Context: an optimization exercise on an open-source flow, tuned for small area and a short achievable clock period. The choices shown serve that exercise and are no tape-out recipe. No functional check of the RTL was part of any run shown here. Power figures rest on the tool's default switching activity, not on a simulated workload.

$ cat flow/run.sh
#!/bin/bash
# synth_recipe.tcl (not shown) runs the flow's synth.tcl, then flattens the netlist and writes it again
# the make line also repeats each setting of config.mk as NAME=value (left out here)
make -C /OpenROAD-flow-scripts/flow DESIGN_CONFIG=/design/flow/config.mk WORK_HOME=/design/flow/orfs CLKGATE_MAP_FILE= SYNTH_SCRIPT=/design/flow/synth_recipe.tcl finish
$ cat flow/config.mk
export PLATFORM = sky130hd
export DESIGN_NAME = ArithmaticUnit
export DESIGN_NICKNAME = ArithmaticUnit
export VERILOG_FILES = /design/flow/design.v
export SDC_FILE = /design/flow/constraint.sdc
export NUM_CORES = 4
export LEC_CHECK = 0
export CAP_MARGIN = 20
export CORE_MARGIN = 2
export CORE_UTILIZATION = 40
export SLEW_MARGIN = 20
$ cat flow/constraint.sdc
create_clock -name core_clock -period 8.0 [get_ports {clock_i}]
set_input_delay 1.6000 -clock core_clock [delete_from_list [all_inputs] [get_ports {clock_i}]]
set_output_delay 1.6000 -clock core_clock [all_outputs]
set_load 0.01 [all_outputs]
$ cat flow/design.v
`timescale 1ns / 1ps
`default_nettype none
module ArithmaticUnit(
		input wire clock_i, isWb_i, enable_i,
		input wire [4:0] wbAddress_i,
		input wire [6:0] opCode_i,
		input wire [15:0] pOperand_i, sOperand_i,
		output reg wbEnable_o,
		output reg [4:0] wbAddress_o,
		output reg [15:0] wbData_o,
		output reg [1:0] statusWriteback_o  
    );
	wire [15:0] P = pOperand_i;
	wire [15:0] S = sOperand_i;
	wire mul = opCode_i[1] & opCode_i[0];
	wire sub = opCode_i[1] & ~opCode_i[0];
	wire as  = opCode_i[1] ^ opCode_i[0];
	wire [7:0] one, two, neg;
	assign one[0] = (mul & P[0]) | as;
	assign two[0] = mul & P[1] & ~P[0];
	assign neg[0] = (mul & P[1]) | sub;
	genvar k;
	generate for (k = 1; k < 8; k = k + 1) begin : enc
		assign one[k] = mul & (P[2*k] ^ P[2*k-1]);
		assign two[k] = mul & ((P[2*k+1] & ~P[2*k] & ~P[2*k-1]) | (~P[2*k+1] & P[2*k] & P[2*k-1]));
		assign neg[k] = mul & P[2*k+1];
	end endgenerate
	wire pp0_0 = ((one[0] & S[0]) | (two[0] & 1'b0)) ^ neg[0];
	wire pp0_1 = ((one[0] & S[1]) | (two[0] & S[0])) ^ neg[0];
	wire pp0_2 = ((one[0] & S[2]) | (two[0] & S[1])) ^ neg[0];
	wire pp0_3 = ((one[0] & S[3]) | (two[0] & S[2])) ^ neg[0];
	wire pp0_4 = ((one[0] & S[4]) | (two[0] & S[3])) ^ neg[0];
	wire pp0_5 = ((one[0] & S[5]) | (two[0] & S[4])) ^ neg[0];
	wire pp0_6 = ((one[0] & S[6]) | (two[0] & S[5])) ^ neg[0];
	wire pp0_7 = ((one[0] & S[7]) | (two[0] & S[6])) ^ neg[0];
	wire pp0_8 = ((one[0] & S[8]) | (two[0] & S[7])) ^ neg[0];
	wire pp0_9 = ((one[0] & S[9]) | (two[0] & S[8])) ^ neg[0];
	wire pp0_10 = ((one[0] & S[10]) | (two[0] & S[9])) ^ neg[0];
	wire pp0_11 = ((one[0] & S[11]) | (two[0] & S[10])) ^ neg[0];
	wire pp0_12 = ((one[0] & S[12]) | (two[0] & S[11])) ^ neg[0];
	wire pp0_13 = ((one[0] & S[13]) | (two[0] & S[12])) ^ neg[0];
	wire pp0_14 = ((one[0] & S[14]) | (two[0] & S[13])) ^ neg[0];
	wire pp0_15 = ((one[0] & S[15]) | (two[0] & S[14])) ^ neg[0];
	wire pp1_2 = (((one[1] & S[0]) | (two[1] & 1'b0)) ^ neg[1]) | (as & P[2]);
	wire pp1_3 = (((one[1] & S[1]) | (two[1] & S[0])) ^ neg[1]) | (as & P[3]);
	wire pp1_4 = (((one[1] & S[2]) | (two[1] & S[1])) ^ neg[1]) | (as & P[4]);
	wire pp1_5 = (((one[1] & S[3]) | (two[1] & S[2])) ^ neg[1]) | (as & P[5]);
	wire pp1_6 = (((one[1] & S[4]) | (two[1] & S[3])) ^ neg[1]) | (as & P[6]);
	wire pp1_7 = (((one[1] & S[5]) | (two[1] & S[4])) ^ neg[1]) | (as & P[7]);
	wire pp1_8 = (((one[1] & S[6]) | (two[1] & S[5])) ^ neg[1]) | (as & P[8]);
	wire pp1_9 = (((one[1] & S[7]) | (two[1] & S[6])) ^ neg[1]) | (as & P[9]);
	wire pp1_10 = (((one[1] & S[8]) | (two[1] & S[7])) ^ neg[1]) | (as & P[10]);
	wire pp1_11 = (((one[1] & S[9]) | (two[1] & S[8])) ^ neg[1]) | (as & P[11]);
	wire pp1_12 = (((one[1] & S[10]) | (two[1] & S[9])) ^ neg[1]) | (as & P[12]);
	wire pp1_13 = (((one[1] & S[11]) | (two[1] & S[10])) ^ neg[1]) | (as & P[13]);
	wire pp1_14 = (((one[1] & S[12]) | (two[1] & S[11])) ^ neg[1]) | (as & P[14]);
	wire pp1_15 = (((one[1] & S[13]) | (two[1] & S[12])) ^ neg[1]) | (as & P[15]);
	wire pp2_4 = ((one[2] & S[0]) | (two[2] & 1'b0)) ^ neg[2];
	wire pp2_5 = ((one[2] & S[1]) | (two[2] & S[0])) ^ neg[2];
	wire pp2_6 = ((one[2] & S[2]) | (two[2] & S[1])) ^ neg[2];
	wire pp2_7 = ((one[2] & S[3]) | (two[2] & S[2])) ^ neg[2];
	wire pp2_8 = ((one[2] & S[4]) | (two[2] & S[3])) ^ neg[2];
	wire pp2_9 = ((one[2] & S[5]) | (two[2] & S[4])) ^ neg[2];
	wire pp2_10 = ((one[2] & S[6]) | (two[2] & S[5])) ^ neg[2];
	wire pp2_11 = ((one[2] & S[7]) | (two[2] & S[6])) ^ neg[2];
	wire pp2_12 = ((one[2] & S[8]) | (two[2] & S[7])) ^ neg[2];
	wire pp2_13 = ((one[2] & S[9]) | (two[2] & S[8])) ^ neg[2];
	wire pp2_14 = ((one[2] & S[10]) | (two[2] & S[9])) ^ neg[2];
	wire pp2_15 = ((one[2] & S[11]) | (two[2] & S[10])) ^ neg[2];
	wire pp3_6 = ((one[3] & S[0]) | (two[3] & 1'b0)) ^ neg[3];
	wire pp3_7 = ((one[3] & S[1]) | (two[3] & S[0])) ^ neg[3];
	wire pp3_8 = ((one[3] & S[2]) | (two[3] & S[1])) ^ neg[3];
	wire pp3_9 = ((one[3] & S[3]) | (two[3] & S[2])) ^ neg[3];
	wire pp3_10 = ((one[3] & S[4]) | (two[3] & S[3])) ^ neg[3];
	wire pp3_11 = ((one[3] & S[5]) | (two[3] & S[4])) ^ neg[3];
	wire pp3_12 = ((one[3] & S[6]) | (two[3] & S[5])) ^ neg[3];
	wire pp3_13 = ((one[3] & S[7]) | (two[3] & S[6])) ^ neg[3];
	wire pp3_14 = ((one[3] & S[8]) | (two[3] & S[7])) ^ neg[3];
	wire pp3_15 = ((one[3] & S[9]) | (two[3] & S[8])) ^ neg[3];
	wire pp4_8 = ((one[4] & S[0]) | (two[4] & 1'b0)) ^ neg[4];
	wire pp4_9 = ((one[4] & S[1]) | (two[4] & S[0])) ^ neg[4];
	wire pp4_10 = ((one[4] & S[2]) | (two[4] & S[1])) ^ neg[4];
	wire pp4_11 = ((one[4] & S[3]) | (two[4] & S[2])) ^ neg[4];
	wire pp4_12 = ((one[4] & S[4]) | (two[4] & S[3])) ^ neg[4];
	wire pp4_13 = ((one[4] & S[5]) | (two[4] & S[4])) ^ neg[4];
	wire pp4_14 = ((one[4] & S[6]) | (two[4] & S[5])) ^ neg[4];
	wire pp4_15 = ((one[4] & S[7]) | (two[4] & S[6])) ^ neg[4];
	wire pp5_10 = ((one[5] & S[0]) | (two[5] & 1'b0)) ^ neg[5];
	wire pp5_11 = ((one[5] & S[1]) | (two[5] & S[0])) ^ neg[5];
	wire pp5_12 = ((one[5] & S[2]) | (two[5] & S[1])) ^ neg[5];
	wire pp5_13 = ((one[5] & S[3]) | (two[5] & S[2])) ^ neg[5];
	wire pp5_14 = ((one[5] & S[4]) | (two[5] & S[3])) ^ neg[5];
	wire pp5_15 = ((one[5] & S[5]) | (two[5] & S[4])) ^ neg[5];
	wire pp6_12 = ((one[6] & S[0]) | (two[6] & 1'b0)) ^ neg[6];
	wire pp6_13 = ((one[6] & S[1]) | (two[6] & S[0])) ^ neg[6];
	wire pp6_14 = ((one[6] & S[2]) | (two[6] & S[1])) ^ neg[6];
	wire pp6_15 = ((one[6] & S[3]) | (two[6] & S[2])) ^ neg[6];
	wire pp7_14 = ((one[7] & S[0]) | (two[7] & 1'b0)) ^ neg[7];
	wire pp7_15 = ((one[7] & S[1]) | (two[7] & S[0])) ^ neg[7];
	wire neg0 = neg[0];
	wire neg1 = neg[1];
	wire neg2 = neg[2];
	wire neg3 = neg[3];
	wire neg4 = neg[4];
	wire neg5 = neg[5];
	wire neg6 = neg[6];
	wire neg7 = neg[7];
	wire xp0 = as & P[0];
	wire xp1 = as & P[1];
	wire hs0 = neg5 ^ pp0_10;
	wire hc0 = neg5 & pp0_10;
	wire hs1 = pp0_11 ^ pp1_11;
	wire hc1 = pp0_11 & pp1_11;
	wire fs0 = neg6 ^ pp0_12 ^ pp1_12;
	wire fc0 = (neg6 & pp0_12) | (neg6 & pp1_12) | (pp0_12 & pp1_12);
	wire hs2 = pp2_12 ^ pp3_12;
	wire hc2 = pp2_12 & pp3_12;
	wire fs1 = pp0_13 ^ pp1_13 ^ pp2_13;
	wire fc1 = (pp0_13 & pp1_13) | (pp0_13 & pp2_13) | (pp1_13 & pp2_13);
	wire hs3 = pp3_13 ^ pp4_13;
	wire hc3 = pp3_13 & pp4_13;
	wire fs2 = neg7 ^ pp0_14 ^ pp1_14;
	wire fc2 = (neg7 & pp0_14) | (neg7 & pp1_14) | (pp0_14 & pp1_14);
	wire fs3 = pp2_14 ^ pp3_14 ^ pp4_14;
	wire fc3 = (pp2_14 & pp3_14) | (pp2_14 & pp4_14) | (pp3_14 & pp4_14);
	wire hs4 = pp5_14 ^ pp6_14;
	wire hc4 = pp5_14 & pp6_14;
	wire fs4 = pp0_15 ^ pp1_15 ^ pp2_15;
	wire fc4 = (pp0_15 & pp1_15) | (pp0_15 & pp2_15) | (pp1_15 & pp2_15);
	wire fs5 = pp3_15 ^ pp4_15 ^ pp5_15;
	wire fc5 = (pp3_15 & pp4_15) | (pp3_15 & pp5_15) | (pp4_15 & pp5_15);
	wire hs5 = pp6_15 ^ pp7_15;
	wire hc5 = pp6_15 & pp7_15;
	wire hs6 = neg3 ^ pp0_6;
	wire hc6 = neg3 & pp0_6;
	wire hs7 = pp0_7 ^ pp1_7;
	wire hc7 = pp0_7 & pp1_7;
	wire fs6 = neg4 ^ pp0_8 ^ pp1_8;
	wire fc6 = (neg4 & pp0_8) | (neg4 & pp1_8) | (pp0_8 & pp1_8);
	wire hs8 = pp2_8 ^ pp3_8;
	wire hc8 = pp2_8 & pp3_8;
	wire fs7 = pp0_9 ^ pp1_9 ^ pp2_9;
	wire fc7 = (pp0_9 & pp1_9) | (pp0_9 & pp2_9) | (pp1_9 & pp2_9);
	wire hs9 = pp3_9 ^ pp4_9;
	wire hc9 = pp3_9 & pp4_9;
	wire fs8 = pp1_10 ^ pp2_10 ^ pp3_10;
	wire fc8 = (pp1_10 & pp2_10) | (pp1_10 & pp3_10) | (pp2_10 & pp3_10);
	wire fs9 = pp4_10 ^ pp5_10 ^ hs0;
	wire fc9 = (pp4_10 & pp5_10) | (pp4_10 & hs0) | (pp5_10 & hs0);
	wire fs10 = pp2_11 ^ pp3_11 ^ pp4_11;
	wire fc10 = (pp2_11 & pp3_11) | (pp2_11 & pp4_11) | (pp3_11 & pp4_11);
	wire fs11 = pp5_11 ^ hc0 ^ hs1;
	wire fc11 = (pp5_11 & hc0) | (pp5_11 & hs1) | (hc0 & hs1);
	wire fs12 = pp4_12 ^ pp5_12 ^ pp6_12;
	wire fc12 = (pp4_12 & pp5_12) | (pp4_12 & pp6_12) | (pp5_12 & pp6_12);
	wire fs13 = hc1 ^ hs2 ^ fs0;
	wire fc13 = (hc1 & hs2) | (hc1 & fs0) | (hs2 & fs0);
	wire fs14 = pp5_13 ^ pp6_13 ^ hc2;
	wire fc14 = (pp5_13 & pp6_13) | (pp5_13 & hc2) | (pp6_13 & hc2);
	wire fs15 = hs3 ^ fc0 ^ fs1;
	wire fc15 = (hs3 & fc0) | (hs3 & fs1) | (fc0 & fs1);
	wire fs16 = pp7_14 ^ hc3 ^ hs4;
	wire fc16 = (pp7_14 & hc3) | (pp7_14 & hs4) | (hc3 & hs4);
	wire fs17 = fc1 ^ fs2 ^ fs3;
	wire fc17 = (fc1 & fs2) | (fc1 & fs3) | (fs2 & fs3);
	wire fs18 = hc4 ^ hs5 ^ fc2;
	wire fc18 = (hc4 & hs5) | (hc4 & fc2) | (hs5 & fc2);
	wire fs19 = fc3 ^ fs4 ^ fs5;
	wire fc19 = (fc3 & fs4) | (fc3 & fs5) | (fs4 & fs5);
	wire hs10 = neg2 ^ pp0_4;
	wire hc10 = neg2 & pp0_4;
	wire hs11 = pp0_5 ^ pp1_5;
	wire hc11 = pp0_5 & pp1_5;
	wire fs20 = pp1_6 ^ pp2_6 ^ pp3_6;
	wire fc20 = (pp1_6 & pp2_6) | (pp1_6 & pp3_6) | (pp2_6 & pp3_6);
	wire fs21 = pp2_7 ^ pp3_7 ^ hc6;
	wire fc21 = (pp2_7 & pp3_7) | (pp2_7 & hc6) | (pp3_7 & hc6);
	wire fs22 = pp4_8 ^ hc7 ^ hs8;
	wire fc22 = (pp4_8 & hc7) | (pp4_8 & hs8) | (hc7 & hs8);
	wire fs23 = hc8 ^ hs9 ^ fc6;
	wire fc23 = (hc8 & hs9) | (hc8 & fc6) | (hs9 & fc6);
	wire fs24 = hc9 ^ fc7 ^ fs8;
	wire fc24 = (hc9 & fc7) | (hc9 & fs8) | (fc7 & fs8);
	wire fs25 = fc8 ^ fs10 ^ fc9;
	wire fc25 = (fc8 & fs10) | (fc8 & fc9) | (fs10 & fc9);
	wire fs26 = fc10 ^ fs12 ^ fc11;
	wire fc26 = (fc10 & fs12) | (fc10 & fc11) | (fs12 & fc11);
	wire fs27 = fc12 ^ fs14 ^ fc13;
	wire fc27 = (fc12 & fs14) | (fc12 & fc13) | (fs14 & fc13);
	wire fs28 = fc14 ^ fs16 ^ fc15;
	wire fc28 = (fc14 & fs16) | (fc14 & fc15) | (fs16 & fc15);
	wire fs29 = fc16 ^ fc17 ^ fs18;
	wire fc29 = (fc16 & fc17) | (fc16 & fs18) | (fc17 & fs18);
	wire hs12 = xp0 ^ neg0;
	wire hc12 = xp0 & neg0;
	wire hs13 = xp1 ^ pp0_1;
	wire hc13 = xp1 & pp0_1;
	wire fs30 = neg1 ^ pp0_2 ^ pp1_2;
	wire fc30 = (neg1 & pp0_2) | (neg1 & pp1_2) | (pp0_2 & pp1_2);
	wire hs14 = pp0_3 ^ pp1_3;
	wire hc14 = pp0_3 & pp1_3;
	wire fs31 = pp1_4 ^ pp2_4 ^ hs10;
	wire fc31 = (pp1_4 & pp2_4) | (pp1_4 & hs10) | (pp2_4 & hs10);
	wire fs32 = pp2_5 ^ hc10 ^ hs11;
	wire fc32 = (pp2_5 & hc10) | (pp2_5 & hs11) | (hc10 & hs11);
	wire fs33 = hc11 ^ hs6 ^ fs20;
	wire fc33 = (hc11 & hs6) | (hc11 & fs20) | (hs6 & fs20);
	wire fs34 = hs7 ^ fc20 ^ fs21;
	wire fc34 = (hs7 & fc20) | (hs7 & fs21) | (fc20 & fs21);
	wire fs35 = fs6 ^ fc21 ^ fs22;
	wire fc35 = (fs6 & fc21) | (fs6 & fs22) | (fc21 & fs22);
	wire fs36 = fs7 ^ fc22 ^ fs23;
	wire fc36 = (fs7 & fc22) | (fs7 & fs23) | (fc22 & fs23);
	wire fs37 = fs9 ^ fc23 ^ fs24;
	wire fc37 = (fs9 & fc23) | (fs9 & fs24) | (fc23 & fs24);
	wire fs38 = fs11 ^ fc24 ^ fs25;
	wire fc38 = (fs11 & fc24) | (fs11 & fs25) | (fc24 & fs25);
	wire fs39 = fs13 ^ fc25 ^ fs26;
	wire fc39 = (fs13 & fc25) | (fs13 & fs26) | (fc25 & fs26);
	wire fs40 = fs15 ^ fc26 ^ fs27;
	wire fc40 = (fs15 & fc26) | (fs15 & fs27) | (fc26 & fs27);
	wire fs41 = fs17 ^ fc27 ^ fs28;
	wire fc41 = (fs17 & fc27) | (fs17 & fs28) | (fc27 & fs28);
	wire fs42 = fs19 ^ fc28 ^ fs29;
	wire fc42 = (fs19 & fc28) | (fs19 & fs29) | (fc28 & fs29);
	wire [15:0] ra = {fc41, fc40, fc39, fc38, fc37, fc36, fc35, fc34, fc33, fc32, fc31, hc14, fc30, hc13, hc12, hs12};
	wire [15:0] rb = {fs42, fs41, fs40, fs39, fs38, fs37, fs36, fs35, fs34, fs33, fs32, fs31, hs14, fs30, hs13, pp0_0};
	wire [16:0] sum = ra + rb;
	wire cout = sum[16] | fc4 | fc5 | hc5 | fc18 | fc19 | fc29 | fc42;
	wire arith = ~|opCode_i[6:2];
	always @(posedge clock_i)
	begin
		if (enable_i)
		begin
			wbEnable_o <= isWb_i & |opCode_i;
			wbAddress_o <= wbAddress_i;
			if (arith) wbData_o <= sum[15:0];
			if (arith & as) statusWriteback_o <= {~opCode_i[1] & cout, opCode_i[1] & ~cout};
		end
	end
endmodule
==> flow_summary.ini, run 1 <==
[run_status]
status = complete, no violations

[pwr]
vdd_drop_max_mv = 0.0942
powerDensity_nw_per_um2 = 181
power_leakage_nw = 2.49

[place]
dp_hpwl_um = 11800
io_buffers = 70
place_congestion = 0.935

[routing]
wl_met3_um = 1130
highest_layer = met4
vias = 5141
drt-initial-drc-count = 459
drt-met1-wl_um = 6630
via_per_inst = 5.78
wire_per_inst_um = 17.1
wirelength_um = 15200
dr.pass1.iters = 6
antenna_left = 0
met2_length_um = 6960
drc = 0

[sta]
timing.final.crit_share_pct = 87.0
slew_violations = 0
min_period_ns = 6.96
fin_setup_tns_ns = 0
setup_viol = 0
max_freq_mhz = 144
whs_ns = 1.90
maxSlewHeadroom_pct = 39.6
rsz0062_at_grt = false
tightest_slew_ns = 0.906
hold_viol_final = 0

[setup_path]
end_kind = flip-flop
required_ns = 8.12
cp_max_fo = 23
critPathKind = in -> reg
crit_arrival_ns = 7.07
critPathLaunchType = input port

[grt]
grt_pass1_vias = 4779
grt_use_total_pct = 21.2
overflow = 0
antenna_found_initial = 0
grt_pass1_wl_um = 24500
grt_max_degree = 45

[worst_hold_path]
hp-start = wbAddress_i[3]
hold_end = wbAddress_o[3]
hold_class = in -> reg
whs_path_depth = 1

[synthesis]
syn_inst = 693
synth_warnings = 1
async_flop_share_pct = 0
yosys.area.top_type = fa_1
yosysUniqueCellTypes = 54
synth_top_area_share_pct = 16.7
yosysSeqAreaShare_pct = 13.6
synth_top_flop_cell = edfxtp_1
synth_area_um2 = 5280
syn_nets = 818
synth_edf_count = 24
synth-seq-cells = 24
syn_avg_cell_area_um2 = 7.62
netlist_top_cells_area = fa_1 17%, edfxtp_1 14%, o21ai_0 8.9%, ha_1 8.1%, a22oi_1 5.8%

[clock_tree]
root_buffer = clkbuf_16
postCtsSetupRepairBufs = 0
h-tree-depth = 1
numClockSinks = 24
clockBufferDepth = 2
clk_pin_slew_worst_paths_ns = 0.06
numCtsBuffers = 3
cts_resized = 0
cts_tree = yes
cts_hold_buf = 0

[floorplanning]
io_pins = 71
start_util_pct = 41.3
die_x_um = 119
die_area_um2 = 14100
core_um2 = 12800
die_h_um = 119
rows = 41

[finish]
post_route_cells_drive_above_1_share_pct = 3.76
syn2layout_area_growth_pct = 15.9
num-nets-final = 844
fill_cells = 1214
n_antenna_cell = 0
multi_input_area_um2 = 4060
regArea_um2 = 721

[flow_run]
cap_violations = 0
[placed cells by master (no fill, tap or decap), types with 3 or more instances in the layout]
cell | Yosys | final
nand4_1 | 3 | 3
a32oi_1 | 5 | 5
o221ai_1 | 4 | 4
edfxtp_1 | 24 | 24
and2_1 | 11 | 11
buf_4 | 1 | 12
a21o_1 | 3 | 3
a22oi_1 | 41 | 41
fa_1 | 44 | 44
nor2b_1 | 6 | 6
clkinv_1 | 2 | 3
inv_1 | 66 | 66
o211ai_1 | 3 | 3
nand3_1 | 4 | 4
and2_0 | 4 | 4
nand2_1 | 57 | 57
or4b_1 | 3 | 3
clkbuf_16 | 0 | 3
o21a_1 | 11 | 11
maj3_1 | 4 | 4
xor2_1 | 9 | 9
xnor2_1 | 32 | 32
a21oi_1 | 41 | 41
clkdlybuf4s50_1 | 0 | 70
nor3_1 | 5 | 5
or2_2 | 4 | 4
ha_1 | 34 | 34
o21ai_0 | 94 | 94
nor2_1 | 67 | 67
nand2b_1 | 4 | 4
a222oi_1 | 14 | 14
[registers in the layout, indices dropped and copies added, names as in the netlist]
register and count:
wbAddress_o 5, wbEnable_o 1, wbData_o 16, statusWriteback_o 2
[cell families (layout without fill, tap and decap cells)]
| group | count (synthesis) | in the layout | synth area share (%) |
|---|---|---|---|
| muxes | 1 | 1 | 0.190 |
| and+or+nand+nor | 178 | 178 | 15.4 |
| adders and majority gates | 82 | 82 | 25.5 |
| buffers and inverters | 129 | 154 | 9.43 |
| AOI/OAI and AO/OA | 238 | 238 | 29.0 |
| DFF | 24 | 24 | 13.6 |
| xor gates and xnor gates | 41 | 41 | 6.80 |
[power by group]
part	leakage [nW]	switching, mW	total, mW	internal [mW]
sequential	0.220	0.00118	0.179	0.178
combinational	2.24	0.477	0.825	0.347
clock	0.0385	0.0377	0.104	0.0666
[critical path, cell delays in order]
cell,delay (ns)
clkdlybuf4s50_1,0.53
ha_1,0.77
a21o_1,0.51
a22oi_1,0.16
xnor2_1,0.17
ha_1,0.32
fa_1,0.42
inv_1,0.08
fa_1,0.42
fa_1,0.49
inv_1,0.04
ha_1,0.35
a21oi_1,0.25
nand2_1,0.12
and3_1,0.22
or4b_1,0.51
nand4bb_1,0.10
[stage by stage]
step	utilization [%]	std cells	instance area, µm²	setup slack [ns]	total power [mW]
floorplan	-	693	5280	2.07	0.800
global placement	47.3	886	6040	0.932	0.982
detailed placement	47.3	886	6040	0.791	0.998
CTS	47.9	890	6120	1.03	1.11
global route	47.9	890	6120	0.689	1.22
finish	47.9	890	6120	1.04	1.11
[worst max path at each step]
stage	start	to	slack [ns]	cells after the start
detailed placement	opCode_i[1]	wbData_o[15]	0.79	17
global placement	pOperand_i[1]	statusWriteback_o[1]	0.93	19
floorplan	opCode_i[1]	wbData_o[15]	2.07	16
CTS	opCode_i[1]	wbData_o[15]	1.03	17
global route	opCode_i[1]	wbData_o[15]	0.69	17
finish	opCode_i[1]	wbData_o[15]	1.04	17
[synth_stat cells (6+ instances only)]
cell type,n
o21ai_0,94
nor2_1,67
inv_1,66
nand2_1,57
clkbuf_1,47
fa_1,44
a21oi_1,41
a22oi_1,41
ha_1,34
xnor2_1,32
edfxtp_1,24
a222oi_1,14
and2_1,11
o21a_1,11
xor2_1,9
buf_2,8
nor2b_1,6
[area by class of cell]
cell class	count	share of cell area (%)
Multi-Input combinational cell	540	66.3
Tap cell	172	3.51
Timing Repair Buffer	82	12.9
Inverter	68	4.17
Clock inverter	1	0.0613
Clock buffer	3	1.23
Sequential cell	24	11.8
[routing by layer]
| metal | global-route usage [%] | vias up |
|---|---|---|
| li1 | - | 2473 |
| met1 | 28.7 | 2383 |
| met2 | 35.1 | 251 |
| met3 | 2.30 | 34 |
| met4 | 7.59 | 0 |
| met5 | 0 | - |
==> run 2: changes to the inputs <==
--- a/flow/config.mk
+++ b/flow/config.mk
@@ -10,2 +10,3 @@
 export CORE_UTILIZATION = 40
+export SETUP_SLACK_MARGIN = 2.5
 export SLEW_MARGIN = 20
==> flow_summary.ini, run 2 <==
[synthesis]
async_flop_share_pct = 0
synth_area_um2 = 5280
yosysSeqAreaShare_pct = 13.6
synth_warnings = 1
syn_avg_cell_area_um2 = 7.62
synth_top_area_share_pct = 16.7
yosys.area.top_type = fa_1
yosysMostFrequentCell = o21ai_0
yosysUniqueCellTypes = 54
synth-seq-cells = 24
synth_edf_count = 24
synth_top_flop_cell = edfxtp_1
syn_nets = 818
synth_commonest_cells = 94 x o21ai_0, 67 x nor2_1, 66 x inv_1, 57 x nand2_1, 47 x clkbuf_1
syn_inst = 693
netlist_top_cells_area = fa_1 17%, edfxtp_1 14%, o21ai_0 8.9%, ha_1 8.1%, a22oi_1 5.8%

[clock_tree]
clk_pin_slew_worst_paths_ns = 0.06
h-tree-depth = 1
cts_tree = yes
numCtsBuffers = 3
clockBufferDepth = 2
root_buffer = clkbuf_16
cts_hold_buf = 0
numClockSinks = 24

[pwr]
vdd_drop_max_mv = 0.110
p_clk_share_pct = 7.9
internal-power_mw = 0.737
powerDensity_nw_per_um2 = 196
combPwrFrac_pct = 79.0
total_power_mw = 1.36
power_leakage_nw = 2.83
p_switching_mw = 0.623
switching_share_pct = 45.8
pwr-share-seq_pct = 13.2

[routing]
drt-initial-drc-count = 632
drc = 0
vias = 5449
dr.pass1.iters = 7
wire_per_inst_um = 18.7
wirelength_um = 17400
antenna_left = 0
via_per_inst = 5.86

[sta]
slew_violations = 0
tightest_slew_ns = 0.710
setup_viol = 0
min_period_ns = 5.51
timing.final.crit_share_pct = 68.9
max_freq_mhz = 181
hold_viol_final = 0
rsz0062_at_grt = true
maxSlewHeadroom_pct = 52.6
fin_setup_tns_ns = 0

[worst_hold_path]
hold_class = in -> reg

[setup_path]
worst_path_max_delay_cell = fa_1
cp_max_fo = 9
end_kind = flip-flop
path_buf_inv = 3
required_ns = 8.01
cp_top_family = adder cells
path_common_cell = fa_1
critPathLaunchType = input port
critPathKind = in -> reg
max_stage_delay_ns = 0.48
crit_arrival_ns = 5.52
path_cells = buf_4, inv_1, o21ai_0, o221ai_1, a222oi_1, a2bb2oi_2, fa_1, fa_1, inv_1, fa_1, fa_2, ha_2, or4_4, a21oi_2, nand4_1, o21a_1

[floorplanning]
io_pins = 71
die_x_um = 119
core_um2 = 12800
start_util_pct = 41.3
die_area_um2 = 14100
die_h_um = 119
rows = 41

[grt]
antenna_found_initial = 0
overflow = 0
grt_pass1_vias = 5247
grt_pass1_wl_um = 26900
grt_max_degree = 31
grt_use_total_pct = 23.7

[finish]
layout_common_cells = 83 x o21ai_0, 57 x nor2_1, 56 x inv_1
largest_reg_flops = 16
post_route_cells_drive_above_1_share_pct = 22.0
syn2layout_area_growth_pct = 31.5
num-nets-final = 884
mostFrequentLayoutCell = o21ai_0
n_antenna_cell = 0
largest_register = wbData_o
fill_cells = 1169
largestRegisters = wbData_o (16), wbAddress_o (5), statusWriteback_o (2)

[flow_run]
cap_violations = 0

[place]
place_congestion = 0.961
io_buffers = 70
dp_hpwl_um = 12200

[run_status]
status = complete, no violations
## run 2: final cells by class
class / count / area, µm² / share of cell area (%)
clock buffer: 3 / 75.1 / 1.08
clock inverter: 1 / 3.75 / 0.0541
inverter: 68 / 273 / 3.93
multi-input combinational: 541 / 4450 / 64.1
sequential: 24 / 721 / 10.4
tap: 172 / 215 / 3.10
timing repair buffer: 121 / 1210 / 17.4
## run 2: worst paths after layout
kind                      startpoint              endpoint  depth (start not counted)
worst max-delay path  sOperand_i[11]  statusWriteback_o[1]                         16
worst min-delay path     opCode_i[1]  statusWriteback_o[1]                          4
## run 2: timing repair
action | in CTS | in global routing
resized for setup | 184 | 71
cloned | 4 | 1
setup endpoints to repair | 10 | 8
pin swaps | 35 | 47
setup buffers | 28 | 12
## run 2: power by group through the flow
stage	logic, mW	clock network, mW	registers, mW
floorplan	0.686	0	0.185
detailed placement	0.881	0	0.182
global route	1.18	0.114	0.180
finish	1.07	0.107	0.179
CTS	0.942	0.110	0.179
global placement	0.863	0	0.182
## run 2: metal layers
layer	track usage, %	up-vias	routed length [µm]
met2	39.8	276	8010
met3	2.63	58	1280
met5	0	-	0
met4	10.1	0	788
met1	30.9	2557	7340
li1	-	2558	-
## run 2: logic make-up after synthesis
family / synth area share [%]
AO/OA/AOI/OAI: 29.0
XOR/XNOR: 6.80
adder cells (fa/ha/maj): 25.5
buffers and inverters: 9.43
flip-flops: 13.6
multiplexers: 0.190
AND/OR/NAND/NOR: 15.4
## run 2: tightest hold or removal path: stages
cell	delay, ns
buf_8	0.11
inv_4	0.05
buf_4	0.10
o21a_1	0.10
## run 2: per-stage QoR
stage | worst slack [ns] | instance area, µm² | hold slack, ns | utilization (%) | std cells
after floorplan | 2.33 | 5490 | 1.70 | - | 693
after global placement | 1.32 | 6160 | 2.16 | 48.2 | 881
after detailed placement | 1.19 | 6160 | 2.16 | 48.2 | 881
after CTS | 2.43 | 6700 | 1.81 | 52.5 | 917
after global routing | 2.37 | 6940 | 1.82 | 54.4 | 930
final | 2.49 | 6940 | 1.82 | 54.4 | 930
==> run 3: changes to the inputs <==
--- a/flow/config.mk
+++ b/flow/config.mk
@@ -10,3 +10,3 @@
 export CORE_UTILIZATION = 40
-export SETUP_SLACK_MARGIN = 2.5
+export SETUP_SLACK_MARGIN = 3.5
 export SLEW_MARGIN = 20
==> flow_summary.ini, run 3 <==
[pwr]
switching_share_pct = 44.2
internal-power_mw = 0.841
p_clk_share_pct = 9.3
power_leakage_nw = 2.85
total_power_mw = 1.51
powerDensity_nw_per_um2 = 213
pwr-share-seq_pct = 11.9
p_switching_mw = 0.666
vdd_drop_max_mv = 0.116
combPwrFrac_pct = 78.8

[sta]
setup_ws_ns = 2.49
slew_violations = 0
fin_setup_tns_ns = 0
rsz0062_at_grt = true
tightest_slew_ns = 0.655
hold_viol_final = 0
max_freq_mhz = 181
setup_viol = 0
maxSlewHeadroom_pct = 56.4
timing.final.crit_share_pct = 68.9
min_period_ns = 5.51

[floorplanning]
start_util_pct = 41.3
die_x_um = 119
die_area_um2 = 14100
rows = 41
core_um2 = 12800
io_pins = 71
die_h_um = 119

[grt]
antenna_found_initial = 0
grt_pass1_wl_um = 27100
grt_use_total_pct = 23.5
grt_max_degree = 45
overflow = 0
grt_pass1_vias = 5115

[finish]
post_route_cells_drive_above_1_share_pct = 25.4
num-nets-final = 894
fill_cells = 1129
layout_common_cells = 76 x o21ai_0, 59 x nor2_1, 53 x nand2_1
largest_reg_flops = 16
largestRegisters = wbData_o (16), wbAddress_o (5), statusWriteback_o (2)
mostFrequentLayoutCell = o21ai_0
syn2layout_area_growth_pct = 33.9
n_antenna_cell = 0
largest_register = wbData_o
final_core_util_pct = 55.4

[synthesis]
synth-seq-cells = 24
yosysMostFrequentCell = o21ai_0
syn_avg_cell_area_um2 = 7.62
yosys.area.top_type = fa_1
synth_area_um2 = 5280
synth_top_flop_cell = edfxtp_1
yosysUniqueCellTypes = 54
synth_commonest_cells = 94 x o21ai_0, 67 x nor2_1, 66 x inv_1, 57 x nand2_1, 47 x clkbuf_1
synth_warnings = 1
syn_inst = 693
synth_top_area_share_pct = 16.7
async_flop_share_pct = 0
yosysSeqAreaShare_pct = 13.6
netlist_top_cells_area = fa_1 17%, edfxtp_1 14%, o21ai_0 8.9%, ha_1 8.1%, a22oi_1 5.8%
syn_nets = 818
synth_edf_count = 24

[routing]
dr.pass1.iters = 6
antenna_left = 0
wire_per_inst_um = 18.0
wirelength_um = 16900
via_per_inst = 5.72
drc = 0
drt-initial-drc-count = 456
vias = 5377

[clock_tree]
clockBufferDepth = 2
h-tree-depth = 1
numClockSinks = 24
numCtsBuffers = 3
root_buffer = clkbuf_16
cts_tree = yes
clk_pin_slew_worst_paths_ns = 0.06

[run_status]
status = complete, no violations

[setup_path]
cp-endpoint = statusWriteback_o[1]
worstSetupStartpoint = pOperand_i[1]
cp_max_fo = 8
critPathKind = in -> reg
end_kind = flip-flop
required_ns = 8.01
critPathLaunchType = input port
crit_arrival_ns = 5.53

[place]
dp_hpwl_um = 12100
place_congestion = 0.925
preCtsSetupSlack_ns = 1.11
io_buffers = 70

[worst_hold_path]
hold_class = in -> reg

[flow_run]
cap_violations = 0
## run 3: cell types whose count changed in the layout (fill, tap and decap cells not counted), moves of 6 or more
cell	before	now
buf_6	10	22
inv_1	56	50
inv_2	6	12
o21ai_0	83	76
o21ai_1	12	18
## run 3: worst max-delay path: stages
cell,delay [ns]
buf_12,0.12
and2_4,0.18
buf_6,0.13
a222oi_1,0.56
a2bb2oi_2,0.20
fa_1,0.44
fa_2,0.35
inv_1,0.08
fa_1,0.45
fa_2,0.38
ha_4,0.16
or4_4,0.41
a21oi_2,0.12
nand4_1,0.13
o21a_1,0.21
## run 3: cell type report
cell class	instances	area (µm²)	area share [%]
inverters	68	272	3.84
well taps	172	215	3.04
clock inverters	1	30.0	0.425
clock buffers	3	75.1	1.06
repair buffers	131	1220	17.3
flip-flops and latches	24	721	10.2
multi-input cells	541	4540	64.2
## run 3: through the flow
| stage | instance area, µm² | hold slack, ns | instances |
|---|---|---|---|
| 2_1_floorplan | 5690 | 1.70 | 693 |
| 3_3_place_gp | 6280 | 2.16 | 880 |
| 3_5_place_dp | 6280 | 2.16 | 880 |
| 4_1_cts | 6920 | 1.74 | 930 |
| 5_1_grt | 7070 | 1.75 | 940 |
| 6_report | 7070 | 1.74 | 940 |
## run 3: worst min path at each step
stage                     cells after the start           start  slack, ns                   end
after floorplan                               0  wbAddress_i[0]       1.70        wbAddress_o[0]
after global placement                        1  wbAddress_i[1]       2.16        wbAddress_o[1]
after detailed placement                      1  wbAddress_i[0]       2.16        wbAddress_o[0]
after CTS                                     3     opCode_i[1]       1.74  statusWriteback_o[1]
after global routing                          3     opCode_i[1]       1.75  statusWriteback_o[1]
final                                         3     opCode_i[1]       1.74  statusWriteback_o[0]
## run 3: kinds of logic after synthesis
logic type                 count (synthesis)  share of synthesized area, %
and+or+nand+nor                          178                          15.4
adders and majority gates                 82                          25.5
muxes                                      1                         0.190
DFF                                       24                          13.6
AOI/OAI and AO/OA                        238                          29.0
buffers and inverters                    129                          9.43
xor gates and xnor gates                  41                          6.80
## run 3: power by group through the flow
stage	clock network, mW	registers, mW	logic [mW]
6_report	0.140	0.179	1.19
5_1_grt	0.145	0.180	1.29
4_1_cts	0.141	0.180	1.09
3_5_place_dp	0	0.182	0.949
3_3_place_gp	0	0.182	0.927
2_1_floorplan	0	0.185	0.752
## run 3: layer usage
| metal | track usage (%) | share of wire [%] | vias to the layer above |
|---|---|---|---|
| met5 | 0 | 0 | - |
| met3 | 2.83 | 6.3 | 30 |
| li1 | - | - | 2574 |
| met1 | 32.3 | 44 | 2551 |
| met2 | 38.6 | 46 | 222 |
| met4 | 7.66 | 3.0 | 0 |
## run 3: timing repair
action                     4_1_cts  5_1_grt
setup buffers                   44       10
pin swaps                       61       31
cloned                           2        0
hold buffers                     0        0
setup endpoints to repair       16       13
gates resized for setup        197       36
==> run 4: changes to the inputs <==
--- a/flow/config.mk
+++ b/flow/config.mk
@@ -9,4 +9,4 @@
 export CORE_MARGIN = 2
-export CORE_UTILIZATION = 40
-export SETUP_SLACK_MARGIN = 3.5
+export CORE_UTILIZATION = 60
+export SETUP_SLACK_MARGIN = 2.5
 export SLEW_MARGIN = 20
==> flow_summary.ini, run 4 <==
[run_status]
status = complete, no violations

[finish]
largest_register = wbData_o
largestRegisters = wbData_o (16), wbAddress_o (5), statusWriteback_o (2)
n_antenna_cell = 0
syn2layout_area_growth_pct = 28.0
layout_common_cells = 76 x o21ai_0, 58 x nor2_1, 56 x inv_1
fill_cells = 633
final_area_um2 = 6760
mostFrequentLayoutCell = o21ai_0
post_route_cells_drive_above_1_share_pct = 22.1
final_core_util_pct = 78.3
largest_reg_flops = 16
num-nets-final = 890

[grt]
grt_use_total_pct = 34.8
grt_max_degree = 42
antenna_found_initial = 0
grt_pass1_wl_um = 27100
grt_pass1_vias = 5409
overflow = 0

[synthesis]
synth_top_area_share_pct = 16.7
synth_warnings = 1
async_flop_share_pct = 0
yosysUniqueCellTypes = 54
synth_commonest_cells = 94 x o21ai_0, 67 x nor2_1, 66 x inv_1, 57 x nand2_1, 47 x clkbuf_1
syn_nets = 818
yosysSeqAreaShare_pct = 13.6
synth_top_flop_cell = edfxtp_1
netlist_top_cells_area = fa_1 17%, edfxtp_1 14%, o21ai_0 8.9%, ha_1 8.1%, a22oi_1 5.8%
synth-seq-cells = 24
yosys.area.top_type = fa_1
synth_area_um2 = 5280
syn_inst = 693
yosysMostFrequentCell = o21ai_0
synth_edf_count = 24
syn_avg_cell_area_um2 = 7.62

[sta]
fin_setup_tns_ns = 0
max_freq_mhz = 179
tightest_slew_ns = 0.687
hold_viol_final = 0
setup_ws_ns = 2.42
timing.final.crit_share_pct = 69.8
slew_violations = 0
rsz0062_at_grt = true
min_period_ns = 5.58
setup_viol = 0
maxSlewHeadroom_pct = 54.2

[place]
place_congestion = 1.03
placed_cell_area_um2 = 6060
io_buffers = 70
dp_hpwl_um = 11800
preCtsSetupSlack_ns = 1.03

[floorplanning]
die_x_um = 97.8
io_pins = 71
die_area_um2 = 9570
start_util_pct = 61.2
rows = 34
die_h_um = 97.8
core_um2 = 8640

[worst_hold_path]
hold_class = in -> reg

[pwr]
vdd_drop_max_mv = 0.141
powerDensity_nw_per_um2 = 193
power_leakage_nw = 2.80
total_power_mw = 1.30

[clock_tree]
clk_pin_slew_worst_paths_ns = 0.08
numClockSinks = 24
root_buffer = clkbuf_8
clockBufferDepth = 2
cts_tree = yes
numCtsBuffers = 3
h-tree-depth = 1
cts_hold_buf = 0

[setup_path]
critPathKind = in -> reg
max_stage_delay_ns = 0.55
cp_max_fo = 5
crit_arrival_ns = 5.70
path_buf_inv = 4
critPathLaunchType = input port
cp_top_family = adder cells
end_kind = flip-flop
path_cells = buf_12, or2_4, buf_6, buf_4, o221ai_1, a222oi_1, a2bb2oi_1, fa_1, inv_1, fa_2, fa_2, fa_1, ha_4, a21o_2, or4b_1, nand4bb_1
worst_path_max_delay_cell = fa_2
required_ns = 8.12

[routing]
drc = 0
wirelength_um = 17100
dr.pass1.iters = 6
drt-initial-drc-count = 633
wire_per_inst_um = 19.6
vias = 5641
via_per_inst = 6.47
antenna_left = 0

[flow_run]
cap_violations = 0
==> run 4: final cells by class <==
cell class	count	area, µm²	share of cell area, %
Multi-Input combinational cell	540	4420	65.4
Inverter	68	269	3.98
Clock inverter	1	3.75	0.0555
Timing Repair Buffer	128	1170	17.3
Tap cell	108	135	2.00
Sequential cell	24	721	10.7
Clock buffer	3	41.3	0.611
==> run 4: where the power goes <==
part | internal (mW) | switching, mW
clock | 0.0343 | 0.0364
sequential | 0.178 | 0.00141
combinational | 0.469 | 0.583
==> run 4: worst paths after layout <==
check / slack, ns / cells after the start / endpoint / startpoint
hold / removal: 1.83 / 4 / statusWriteback_o[0] / opCode_i[1]
setup / recovery: 2.42 / 16 / wbData_o[15] / pOperand_i[1]
==> run 4: through the flow <==
step,cells,hold slack (ns)
3_5_place_dp,817,2.16
4_1_cts,865,1.82
5_1_grt,872,1.84
2_1_floorplan,693,1.70
6_report,872,1.83
3_3_place_gp,817,2.16
==> run 4: cells by family after synthesis <==
kind of cell / count (synthesis) / synth area share (%)
AOI/OAI and AO/OA: 238 / 29.0
xor gates and xnor gates: 41 / 6.80
adders and majority gates: 82 / 25.5
buffers and inverters: 129 / 9.43
DFF: 24 / 13.6
muxes: 1 / 0.190
and+or+nand+nor: 178 / 15.4
==> run 4: what timing repair did <==
item | CTS | global route
resized for setup | 208 | 43
pin swaps | 55 | 40
cloned | 2 | 0
endpoints found under the setup margin | 13 | 7
setup buffers | 42 | 7
==> run 4: per-layer routing <==
layer  share of wire [%]  vias up  track usage [%]
li1                    -     2568                -
met3                 9.0       68             3.44
met2                  47      371             59.4
met4                 4.7        0             13.0
met1                  39     2634             45.8
met5                   0        -                0
==> run 5: changes to the inputs <==
--- a/flow/config.mk
+++ b/flow/config.mk
@@ -7,5 +7,6 @@
 export LEC_CHECK = 0
+export ABC_CLOCK_PERIOD_IN_PS = 1000
 export CAP_MARGIN = 20
 export CORE_MARGIN = 2
-export CORE_UTILIZATION = 60
+export CORE_UTILIZATION = 40
 export SETUP_SLACK_MARGIN = 2.5
==> flow_summary.ini, run 5 <==
[pwr]
power_leakage_nw = 2.83
vdd_drop_max_mv = 0.110
powerDensity_nw_per_um2 = 196

[synthesis]
yosysUniqueCellTypes = 54
synth_warnings = 1
synth_top_area_share_pct = 16.7
syn_avg_cell_area_um2 = 7.62
yosysSeqAreaShare_pct = 13.6
yosysMostFrequentCell = o21ai_0
syn_inst = 693
synth_top_flop_cell = edfxtp_1
async_flop_share_pct = 0
synth_area_um2 = 5280
synth_commonest_cells = 94 x o21ai_0, 67 x nor2_1, 66 x inv_1, 57 x nand2_1, 47 x clkbuf_1
synth_edf_count = 24
yosys.area.top_type = fa_1
synth-seq-cells = 24
netlist_top_cells_area = fa_1 17%, edfxtp_1 14%, o21ai_0 8.9%, ha_1 8.1%, a22oi_1 5.8%
syn_nets = 818

[sta]
maxSlewHeadroom_pct = 52.6
tightest_slew_ns = 0.710
slew_violations = 0
setup_viol = 0
rsz0062_at_grt = true
min_period_ns = 5.51
max_freq_mhz = 181
timing.final.crit_share_pct = 68.9
fin_setup_tns_ns = 0
setup_ws_ns = 2.49
hold_viol_final = 0

[grt]
antenna_found_initial = 0
overflow = 0
grt_use_total_pct = 23.7
grt_pass1_wl_um = 26900
grt_pass1_vias = 5247
grt_max_degree = 31

[setup_path]
critPathKind = in -> reg
end_kind = flip-flop
critPathLaunchType = input port
crit_arrival_ns = 5.52
cp_max_fo = 9
required_ns = 8.01

[finish]
syn2layout_area_growth_pct = 31.5
layout_common_cells = 83 x o21ai_0, 57 x nor2_1, 56 x inv_1
largest_register = wbData_o
post_route_cells_drive_above_1_share_pct = 22.0
final_area_um2 = 6940
largestRegisters = wbData_o (16), wbAddress_o (5), statusWriteback_o (2)
largest_reg_flops = 16
num-nets-final = 884
mostFrequentLayoutCell = o21ai_0
n_antenna_cell = 0
finalNonFillerCells = 930

[clock_tree]
cts_hold_buf = 0
cts_tree = yes
clk_pin_slew_worst_paths_ns = 0.06
clockBufferDepth = 2
root_buffer = clkbuf_16
numClockSinks = 24
numCtsBuffers = 3
h-tree-depth = 1

[floorplanning]
start_util_pct = 41.3
die_x_um = 119
io_pins = 71
rows = 41
die_area_um2 = 14100
core_um2 = 12800
die_h_um = 119

[place]
dp_hpwl_um = 12200
place_congestion = 0.961
preCtsSetupSlack_ns = 1.19
placed_cell_area_um2 = 6160
place_inst = 881
io_buffers = 70

[worst_hold_path]
hold_class = in -> reg

[routing]
antenna_left = 0
drc = 0
vias = 5449
dr.pass1.iters = 7
wire_per_inst_um = 18.7
wirelength_um = 17400
drt-initial-drc-count = 632
via_per_inst = 5.86

[flow_run]
cap_violations = 0

[run_status]
status = complete, no violations
-- run 5: changes by cell type in the layout (fill, tap and decap cells not counted), moves of 3 or more --
| cell | before | now |
|---|---|---|
| o21ai_1 | 19 | 12 |
| buf_6 | 13 | 10 |
| buf_4 | 52 | 41 |
| clkbuf_8 | 3 | 0 |
| clkbuf_16 | 0 | 4 |
| o21ai_0 | 76 | 83 |
| buf_12 | 3 | 6 |
-- run 5: final cells by class --
| type | instances | area [µm²] |
|---|---|---|
| fill | 1169 | 5830 |
| multi-input combinational | 541 | 4450 |
| timing repair buffer | 121 | 1210 |
| sequential | 24 | 721 |
| inverter | 68 | 273 |
| tap | 172 | 215 |
| clock buffer | 3 | 75.1 |
| clock inverter | 1 | 3.75 |
-- run 5: through the flow --
stage	util [%]	hold WS, ns	power, mW
2_1_floorplan	-	1.70	0.871
3_3_place_gp	48.2	2.16	1.04
3_5_place_dp	48.2	2.16	1.06
4_1_cts	52.5	1.81	1.23
5_1_grt	54.4	1.82	1.48
6_report	54.4	1.82	1.36
-- run 5: where the power goes --
part	internal, mW	switching, mW
clock network	0.0668	0.0402
registers	0.178	0.00106
logic	0.492	0.582
total	0.737	0.623
-- run 5: what timing repair did --
item	in CTS	in global routing
setup buffers	28	12
gates resized for setup	184	71
endpoints found under the setup margin	10	8
pin swaps	35	47
cloned	4	1
-- run 5: routing by layer --
layer  up-vias  routed length (µm)  global-route usage (%)
met4         0                 788                    10.1
met5         -                   0                       0
met3        58                1280                    2.63
met2       276                8010                    39.8
li1       2558                   -                       -
met1      2557                7340                    30.9
-- run 5: cells by family (layout without fill, tap and decap cells) --
family                   after synthesis  count (layout)  share of synthesized area, %
XOR/XNOR                              41              41                          6.80
buffers and inverters                129             193                          9.43
flip-flops                            24              24                          13.6
adder cells (fa/ha/maj)               82              82                          25.5
AND/OR/NAND/NOR                      178             179                          15.4
multiplexers                           1               1                         0.190
AO/OA/AOI/OAI                        238             238                          29.0
-- run 5: path summary, 6_finish.rpt --
check                                  end  cells after the start            from  slack [ns]
worst max-delay path  statusWriteback_o[1]                     16  sOperand_i[11]        2.49
worst min-delay path  statusWriteback_o[1]                      4     opCode_i[1]        1.82
-- run 5: critical path: stages --
cell and delay [ns]:
buf_4 0.16, inv_1 0.07, o21ai_0 0.14, o221ai_1 0.14, a222oi_1 0.47, a2bb2oi_2 0.19
fa_1 0.48, fa_1 0.39, inv_1 0.08, fa_1 0.42, fa_2 0.37, ha_2 0.18
or4_4 0.41, a21oi_2 0.11, nand4_1 0.13, o21a_1 0.19
==> run 6: changes to the inputs <==
--- a/flow/design.v
+++ b/flow/design.v
@@ -43,2 +43,3 @@
 	wire pp0_15 = ((one[0] & S[15]) | (two[0] & S[14])) ^ neg[0];
+	wire ng0 = neg[0];
 	wire pp1_2 = (((one[1] & S[0]) | (two[1] & 1'b0)) ^ neg[1]) | (as & P[2]);
@@ -57,2 +58,3 @@
 	wire pp1_15 = (((one[1] & S[13]) | (two[1] & S[12])) ^ neg[1]) | (as & P[15]);
+	wire ng1 = neg[1];
 	wire pp2_4 = ((one[2] & S[0]) | (two[2] & 1'b0)) ^ neg[2];
@@ -69,2 +71,3 @@
 	wire pp2_15 = ((one[2] & S[11]) | (two[2] & S[10])) ^ neg[2];
+	wire ng2 = neg[2];
 	wire pp3_6 = ((one[3] & S[0]) | (two[3] & 1'b0)) ^ neg[3];
@@ -79,2 +82,3 @@
 	wire pp3_15 = ((one[3] & S[9]) | (two[3] & S[8])) ^ neg[3];
+	wire ng3 = neg[3];
 	wire pp4_8 = ((one[4] & S[0]) | (two[4] & 1'b0)) ^ neg[4];
@@ -87,2 +91,3 @@
 	wire pp4_15 = ((one[4] & S[7]) | (two[4] & S[6])) ^ neg[4];
+	wire ng4 = neg[4];
 	wire pp5_10 = ((one[5] & S[0]) | (two[5] & 1'b0)) ^ neg[5];
@@ -93,2 +98,3 @@
 	wire pp5_15 = ((one[5] & S[5]) | (two[5] & S[4])) ^ neg[5];
+	wire ng5 = neg[5];
 	wire pp6_12 = ((one[6] & S[0]) | (two[6] & 1'b0)) ^ neg[6];
@@ -97,20 +103,14 @@
 	wire pp6_15 = ((one[6] & S[3]) | (two[6] & S[2])) ^ neg[6];
+	wire ng6 = neg[6];
 	wire pp7_14 = ((one[7] & S[0]) | (two[7] & 1'b0)) ^ neg[7];
 	wire pp7_15 = ((one[7] & S[1]) | (two[7] & S[0])) ^ neg[7];
-	wire neg0 = neg[0];
-	wire neg1 = neg[1];
-	wire neg2 = neg[2];
-	wire neg3 = neg[3];
-	wire neg4 = neg[4];
-	wire neg5 = neg[5];
-	wire neg6 = neg[6];
-	wire neg7 = neg[7];
+	wire ng7 = neg[7];
 	wire xp0 = as & P[0];
 	wire xp1 = as & P[1];
-	wire hs0 = neg5 ^ pp0_10;
-	wire hc0 = neg5 & pp0_10;
+	wire hs0 = ng5 ^ pp0_10;
+	wire hc0 = ng5 & pp0_10;
 	wire hs1 = pp0_11 ^ pp1_11;
 	wire hc1 = pp0_11 & pp1_11;
-	wire fs0 = neg6 ^ pp0_12 ^ pp1_12;
-	wire fc0 = (neg6 & pp0_12) | (neg6 & pp1_12) | (pp0_12 & pp1_12);
+	wire fs0 = ng6 ^ pp0_12 ^ pp1_12;
+	wire fc0 = (ng6 & pp0_12) | (ng6 & pp1_12) | (pp0_12 & pp1_12);
 	wire hs2 = pp2_12 ^ pp3_12;
@@ -121,4 +121,4 @@
 	wire hc3 = pp3_13 & pp4_13;
-	wire fs2 = neg7 ^ pp0_14 ^ pp1_14;
-	wire fc2 = (neg7 & pp0_14) | (neg7 & pp1_14) | (pp0_14 & pp1_14);
+	wire fs2 = ng7 ^ pp0_14 ^ pp1_14;
+	wire fc2 = (ng7 & pp0_14) | (ng7 & pp1_14) | (pp0_14 & pp1_14);
 	wire fs3 = pp2_14 ^ pp3_14 ^ pp4_14;
@@ -133,8 +133,8 @@
 	wire hc5 = pp6_15 & pp7_15;
-	wire hs6 = neg3 ^ pp0_6;
-	wire hc6 = neg3 & pp0_6;
+	wire hs6 = ng3 ^ pp0_6;
+	wire hc6 = ng3 & pp0_6;
 	wire hs7 = pp0_7 ^ pp1_7;
 	wire hc7 = pp0_7 & pp1_7;
-	wire fs6 = neg4 ^ pp0_8 ^ pp1_8;
-	wire fc6 = (neg4 & pp0_8) | (neg4 & pp1_8) | (pp0_8 & pp1_8);
+	wire fs6 = ng4 ^ pp0_8 ^ pp1_8;
+	wire fc6 = (ng4 & pp0_8) | (ng4 & pp1_8) | (pp0_8 & pp1_8);
 	wire hs8 = pp2_8 ^ pp3_8;
@@ -169,4 +169,4 @@
 	wire fc19 = (fc3 & fs4) | (fc3 & fs5) | (fs4 & fs5);
-	wire hs10 = neg2 ^ pp0_4;
-	wire hc10 = neg2 & pp0_4;
+	wire hs10 = ng2 ^ pp0_4;
+	wire hc10 = ng2 & pp0_4;
 	wire hs11 = pp0_5 ^ pp1_5;
@@ -193,8 +193,8 @@
 	wire fc29 = (fc16 & fc17) | (fc16 & fs18) | (fc17 & fs18);
-	wire hs12 = xp0 ^ neg0;
-	wire hc12 = xp0 & neg0;
+	wire hs12 = xp0 ^ ng0;
+	wire hc12 = xp0 & ng0;
 	wire hs13 = xp1 ^ pp0_1;
 	wire hc13 = xp1 & pp0_1;
-	wire fs30 = neg1 ^ pp0_2 ^ pp1_2;
-	wire fc30 = (neg1 & pp0_2) | (neg1 & pp1_2) | (pp0_2 & pp1_2);
+	wire fs30 = ng1 ^ pp0_2 ^ pp1_2;
+	wire fc30 = (ng1 & pp0_2) | (ng1 & pp1_2) | (pp0_2 & pp1_2);
 	wire hs14 = pp0_3 ^ pp1_3;
--- a/flow/config.mk
+++ b/flow/config.mk
@@ -7,7 +7,6 @@
 export LEC_CHECK = 0
-export ABC_CLOCK_PERIOD_IN_PS = 1000
 export CAP_MARGIN = 20
 export CORE_MARGIN = 2
-export CORE_UTILIZATION = 40
-export SETUP_SLACK_MARGIN = 2.5
+export CORE_UTILIZATION = 60
+export SETUP_SLACK_MARGIN = 2.0
 export SLEW_MARGIN = 20
==> flow_summary.ini, run 6 <==
[synthesis]
syn_nets = 818
synth_warnings = 1
yosysMostFrequentCell = o21ai_0
syn_inst = 693
synth_commonest_cells = 94 x o21ai_0, 67 x nor2_1, 66 x inv_1, 57 x nand2_1, 47 x clkbuf_1
synth_top_area_share_pct = 16.7
async_flop_share_pct = 0
synth_edf_count = 24
synth-seq-cells = 24
synth_top_flop_cell = edfxtp_1
yosys.area.top_type = fa_1
syn_avg_cell_area_um2 = 7.62
synth_area_um2 = 5280
netlist_top_cells_area = fa_1 17%, edfxtp_1 14%, o21ai_0 8.9%, ha_1 8.1%, a22oi_1 5.8%
yosysUniqueCellTypes = 54
yosysSeqAreaShare_pct = 13.6

[pwr]
powerDensity_nw_per_um2 = 184
vdd_drop_max_mv = 0.112
power_leakage_nw = 2.67

[finish]
finalNonFillerCells = 841
num-nets-final = 859
largest_reg_flops = 16
largestRegisters = wbData_o (16), wbAddress_o (5), statusWriteback_o (2)
fill_cells = 682
mostFrequentLayoutCell = o21ai_0
syn2layout_area_growth_pct = 18.8
post_route_cells_drive_above_1_share_pct = 12.1
multi_input_area_um2 = 4210
largest_register = wbData_o
layout_common_cells = 91 x o21ai_0, 64 x inv_1, 61 x nor2_1
regArea_um2 = 721
n_antenna_cell = 0

[clock_tree]
h-tree-depth = 1
cts_tree = yes
numCtsBuffers = 3
numClockSinks = 24
clockBufferDepth = 2
clk_pin_slew_worst_paths_ns = 0.08
cts_hold_buf = 0
root_buffer = clkbuf_8

[setup_path]
cp_max_fo = 10
critPathLaunchType = input port
end_kind = flip-flop
required_ns = 8.03
crit_arrival_ns = 6.04
critPathKind = in -> reg

[grt]
grt_max_degree = 31
antenna_found_initial = 0
overflow = 0
grt_pass1_wl_um = 24600
met1_usage_pct = 43.3
gr-max-usage-layer = met2
grt_pass1_vias = 4988
met3_usage_pct = 2.22
globalRouteMet2Util_pct = 50.7
grt_use_total_pct = 31.1

[sta]
hold_viol_final = 0
fin_setup_tns_ns = 0
timing.final.crit_share_pct = 75.2
maxSlewHeadroom_pct = 46.7
setup_viol = 0
max_freq_mhz = 166
tightest_slew_ns = 0.799
min_period_ns = 6.02
slew_violations = 0
rsz0062_at_grt = true

[floorplanning]
die_h_um = 97.8
core_um2 = 8640
die_x_um = 97.8
die_area_um2 = 9570
io_pins = 71
start_util_pct = 61.2
rows = 34

[routing]
vias = 5298
dr.pass1.iters = 8
drc = 0
antenna_left = 0
via_per_inst = 6.30
drt-initial-drc-count = 548
wirelength_um = 15400
wire_per_inst_um = 18.3

[place]
place_inst = 821
io_buffers = 70
place_congestion = 0.950
dp_hpwl_um = 11500

[worst_hold_path]
hold_class = in -> reg

[flow_run]
cap_violations = 0

[run_status]
status = complete, no violations
## run 6: changes by cell type in the layout (fill, tap and decap cells not counted), sizes merged, moves of 3 or more
cell           change
clkdlybuf4s50      +3
bufbuf             -3
dlymetal6s2s       +9
clkbuf             +6
buf               -37
## run 6: repair_timing
item,4_1_cts,5_1_grt
endpoints found under the setup margin,9,7
pin swaps,11,20
gates resized for setup,60,67
buffers inserted,5,10
cloned,0,1
## run 6: path summary, 6_finish.rpt
| path | slack, ns | to | startpoint | cells after the start |
|---|---|---|---|---|
| setup / recovery | 1.98 | statusWriteback_o[1] | pOperand_i[2] | 19 |
| hold / removal | 1.80 | statusWriteback_o[1] | opCode_i[1] | 3 |
## run 6: layer usage
layer / part of all wire (%) / routed length (µm)
met1: 42 / 6520
met2: 46 / 7130
met3: 7.5 / 1150
met4: 3.9 / 597
met5: 0 / 0
## run 6: worst max-delay path, cell delays in order
cell and delay [ns]:
buf_4 0.16, and2_4 0.16, buf_6 0.13, nor3_4 0.06, a222oi_1 0.67, o21ai_1 0.21, fa_2 0.43, inv_1 0.08
fa_1 0.16, inv_1 0.05, fa_1 0.49, inv_1 0.05, fa_1 0.48, inv_1 0.04, ha_1 0.18, or4_1 0.54
a21oi_2 0.12, nand4_1 0.18, o21a_1 0.23
## run 6: final cells by class
class                   instances  share of cell area, %
multi-input cells             540                   67.1
repair buffers                 97                   14.3
flip-flops and latches         24                   11.5
inverters                      68                   4.15
well taps                     108                   2.15
clock buffers                   3                  0.658
clock inverters                 1                 0.0598
## run 6: cell families (layout without fill, tap and decap cells)
group           count (synthesis)  count (layout)  synth area share (%)
compound gates                238             238                  29.0
xor+xnor                       41              41                  6.80
fa+ha+maj                      82              82                  25.5
buf+inv                       129             169                  9.43
flops                          24              24                  13.6
mux                             1               1                 0.190
simple gates                  178             178                  15.4
## run 6: power breakdown
part | switching (mW) | leakage, nW | internal [mW] | total [mW]
registers | 0.00133 | 0.220 | 0.178 | 0.179
clock network | 0.0366 | 0.0231 | 0.0343 | 0.0709
logic | 0.520 | 2.43 | 0.382 | 0.901
## run 6: metrics by stage
stage	setup slack [ns]	utilization (%)	power, mW	hold WS [ns]	instance area, µm²
after floorplan	2.07	-	0.800	1.70	5280
after global placement	0.964	69.0	0.963	2.16	5960
after detailed placement	0.815	69.0	0.996	2.16	5960
after CTS	1.91	70.8	1.09	1.89	6110
after global routing	1.85	72.6	1.25	1.84	6270
final	1.98	72.6	1.15	1.80	6270

port drivers added, routing unchanged:
No port has a modelled driver above. Below, the same layouts with a new extraction and two added sets of constraints.
Step 1 sets driving cells, clkbuf_16 on the clock port and buf_2 on the other inputs (assumed; they add their load-dependent delay and slew).
Step 2, shift: input delay + t, output delay - t, t = (earliest + latest rising clock arrival at the registers) / 2. This alone moves slack from input paths to output paths.
a / b / c = ideal ports / drivers / drivers and shift; a / b = the first two.
run | t (ns) | setup WS [ns] | slew at the worst register clock pin (ns)
run 1 | 0.282 | 1.042 / 1.040 / 0.758 | 0.06 / 0.06
run 2 | 0.283 | 2.489 / 2.476 / 2.192 | 0.06 / 0.06
run 3 | 0.286 | 2.488 / 2.454 / 2.168 | 0.06 / 0.06
run 4 | 0.286 | 2.420 / 2.384 / 2.097 | 0.08 / 0.08
run 5 | 0.283 | 2.489 / 2.476 / 2.192 | 0.06 / 0.06
run 6 | 0.289 | 1.984 / 1.985 / 1.696 | 0.08 / 0.08
After both steps every run listed still meets setup and hold. For run 4, which loses most, drivers alone change the setup slack by -0.036 ns; drivers and shift together by -0.323 ns.
